Source: an optimization exercise on an open RTL-to-GDS flow (aim: a short achievable clock period and few clock cycles). Production flows keep margins and buffers that such runs may drop. Function was checked by simulation only, so behaviour that the tests miss may differ from the original. Power figures rest on the tool's default switching activity, not on a simulated workload.

==> run Y <==
==> flow/design.v (excerpt) <==
module mips(
input clk,
input rst,
output wire [12:0]imem_addr,
input [31:0]imem_rdata,
output wire [9:0]dmem_addr,
output wire [31:0]dmem_wdata,
output wire dmem_we,
input [31:0]dmem_rdata
);
reg [31:0] pc;
wire [29:0] pc_i2;                         
wire [28:0] pc_i3;                         
inc #(30, 5) inc2(.a(pc[31:2]), .s(pc_i2));
inc #(29, 5) inc3(.a(pc[31:3]), .s(pc_i3));
wire [31:0] pc4 = {pc_i2, pc[1:0]};
wire [31:0] pc8 = {pc_i3, pc[2:0]};
reg [12:0] ia;                             
assign imem_addr = ia;
wire [31:0] fi = imem_rdata;
wire f_j = (fi[31:27] == 5'b00001);                     
wire f_eskip = (fi[31:26] == 6'b010000) && (fi[5:0] == 6'b011000) &&
               (fi[25:21] != 5'd0) && (fi[25:21] != 5'd4);
wire [31:0] f_jt = {pc8[31:28], fi[25:0], 2'b00};
wire f_bs = (fi[31:26] == 6'b000100) && (fi[25:21] == fi[20:16]) && (fi[15:6] == 10'd0);
wire [23:0] pc_i8;                         
inc #(24, 5) inc8(.a(pc[31:8]), .s(pc_i8));
wire [6:0] f_blo;
add #(7, 3) adbs(.a({1'b0, pc[7:2]}), .b({1'b0, fi[5:0]}), .cin(1'b1), .s(f_blo));
wire [31:0] f_bt = {f_blo[6] ? pc_i8 : pc[31:8], f_blo[5:0], pc[1:0]};
wire f_jr = (fi[31:26] == 6'b000000) && (fi[5:0] == 6'b001000);
wire f_jrf;
wire [16:0] bt_lo;
add #(17, 5) adbt(.a({1'b0, pc[17:2]}), .b({1'b0, fi[15:0]}), .cin(1'b1), .s(bt_lo));
wire [13:0] ph_m1, ph_p1;
inc #(14, 4) incm1(.a(~pc[31:18]), .s(ph_m1));       
inc #(14, 4) incp1(.a(pc[31:18]), .s(ph_p1));
wire c_addu, c_subu, c_slt, c_jr, c_ori, c_lui, c_addi, c_addiu, c_lw, c_lb, c_sw, c_sb;
wire c_jal, c_mfc0, c_mtc0, c_eret, c_wr, c_bsame, c_bq, c_urs, c_urt, c_useimm;
wire [4:0] c_dst;
wire [31:0] c_rsoh, c_rtoh;
controller dec(.w(fi), .c_addu(c_addu), .c_subu(c_subu), .c_slt(c_slt), .c_jr(c_jr),
    .c_ori(c_ori), .c_lui(c_lui), .c_addi(c_addi), .c_addiu(c_addiu), .c_lw(c_lw),
    .c_lb(c_lb), .c_sw(c_sw), .c_sb(c_sb), .c_jal(c_jal), .c_mfc0(c_mfc0), .c_mtc0(c_mtc0),
    .c_eret(c_eret), .c_dst(c_dst), .c_wr(c_wr), .c_bsame(c_bsame), .c_bq(c_bq),
    .c_urs(c_urs), .c_urt(c_urt), .c_useimm(c_useimm), .c_rsoh(c_rsoh), .c_rtoh(c_rtoh));
reg id_v;
reg id_done;     
reg [31:0] id_ir;
reg [31:0] id_pc4;
reg [17:0] id_btlo;            
reg id_btc, id_bts;            
  ...
==> flow/config.mk <==
export PLATFORM = sky130hd
export DESIGN_NAME = mips
export DESIGN_NICKNAME = mips
export VERILOG_FILES = /design/flow/design.v
export SDC_FILE = /design/flow/constraint.sdc
export NUM_CORES = 4
export LEC_CHECK = 0
export CAP_MARGIN = 20
export CORE_MARGIN = 2
export CORE_UTILIZATION = 30
export PLACE_DENSITY = 0.45
export SETUP_SLACK_MARGIN = 5
export SLEW_MARGIN = 20
export TNS_END_PERCENT = 100
==> flow/constraint.sdc <==
create_clock -name core_clock -period 8.5 [get_ports {clk}]
set_input_delay 1.7000 -clock core_clock [delete_from_list [all_inputs] [get_ports {clk}]]
set_output_delay 1.7000 -clock core_clock [all_outputs]
set_load 0.01 [all_outputs]
run.sh (not shown) runs the stock make flow with config.mk's settings and CLKGATE_MAP_FILE= SYNTH_SCRIPT=/design/flow/synth_recipe.tcl, a recipe that flattens the netlist after the stock synthesis.
==> run Z (differences from run Y) <==
==> flow/flow/run.sh (new file) <==
#!/bin/bash
set -euo pipefail
echo 'export SETUP_SLACK_MARGIN = 5.6' >> config.mk
echo 'export BUFFER_PORTS_ARGS = -buffer_cell sky130_fd_sc_hd__buf_4' >> config.mk
bash standard.sh > standard.log 2>&1
==> flow/standard.sh (new file) <==
#!/bin/bash
# synth_recipe.tcl (not shown) runs the flow's synth.tcl, then flattens the netlist and writes it again
# the make line also repeats each setting of config.mk as NAME=value (left out here)
make -C /OpenROAD-flow-scripts/flow DESIGN_CONFIG=/design/flow/config.mk WORK_HOME=/design/flow/orfs CLKGATE_MAP_FILE= SYNTH_SCRIPT=/design/flow/synth_recipe.tcl "${@:-finish}"
- BUFFER_PORTS_ARGS: unset -> -buffer_cell sky130_fd_sc_hd__buf_4
- SETUP_SLACK_MARGIN: 5 -> 5.6
removed: flow/run.sh
==> run notes <==
Run Z finished with timing, DRC and antenna clean. Run Y finished clean. Global-route usage: run Y is lower than run Z (1.5 points). Against run Z, the critical path depth of run Y is lower by 5. Setup slack: run Z is higher than run Y (0.21 ns). Of run Z and run Y, run Z has the higher routed wire length (gap 7.6%, measured against run Y). In run Y the sequential share of layout area is higher than in run Z, by 3.6 points. Against run Z, the clock power of run Y is larger by about 0.8%. Clock skew: run Z is higher than run Y (0.0032 ns).
Testbench counts of run Y, summed over its fixed seeds: cycles 27,767.
Testbench counts of run Z, summed over its fixed seeds: cycles 27,767.

[re-timing with driven ports]
How much do the figures lean on ideal ports? The routed layouts below were timed once more, with nothing changed but the port constraints. Step 1: set_driving_cell puts a clkbuf_16 on clk and a buf_2 on each other input, an assumption about the parent block. Step 2 adds t to the input delays and takes it off the output delays; t is the mean of the earliest and latest rising clock arrival at the registers after step 1. Input paths then give back, and output paths get back, about the clock's delay inside the block. Three values: ideal ports, drivers, drivers and shift; two values: the first two.
| run | t, ns | setup WS [ns] | latest minus earliest clock arrival (ns) | slew at the worst register clock pin (ns) | pins driven straight from the clock port |
|---|---|---|---|---|---|
| run Y | 0.952 | 4.914 / 4.919 / 4.031 | 0.066 / 0.066 | 0.07 / 0.07 | 1 |
| run Z | 0.960 | 5.125 / 5.128 / 4.168 | 0.069 / 0.069 | 0.08 / 0.08 | 1 |
After both steps setup and hold are still met in every run listed. The setup slack of run Z, which loses most, moves by +0.003 ns with the drivers and by -0.957 ns with both steps.
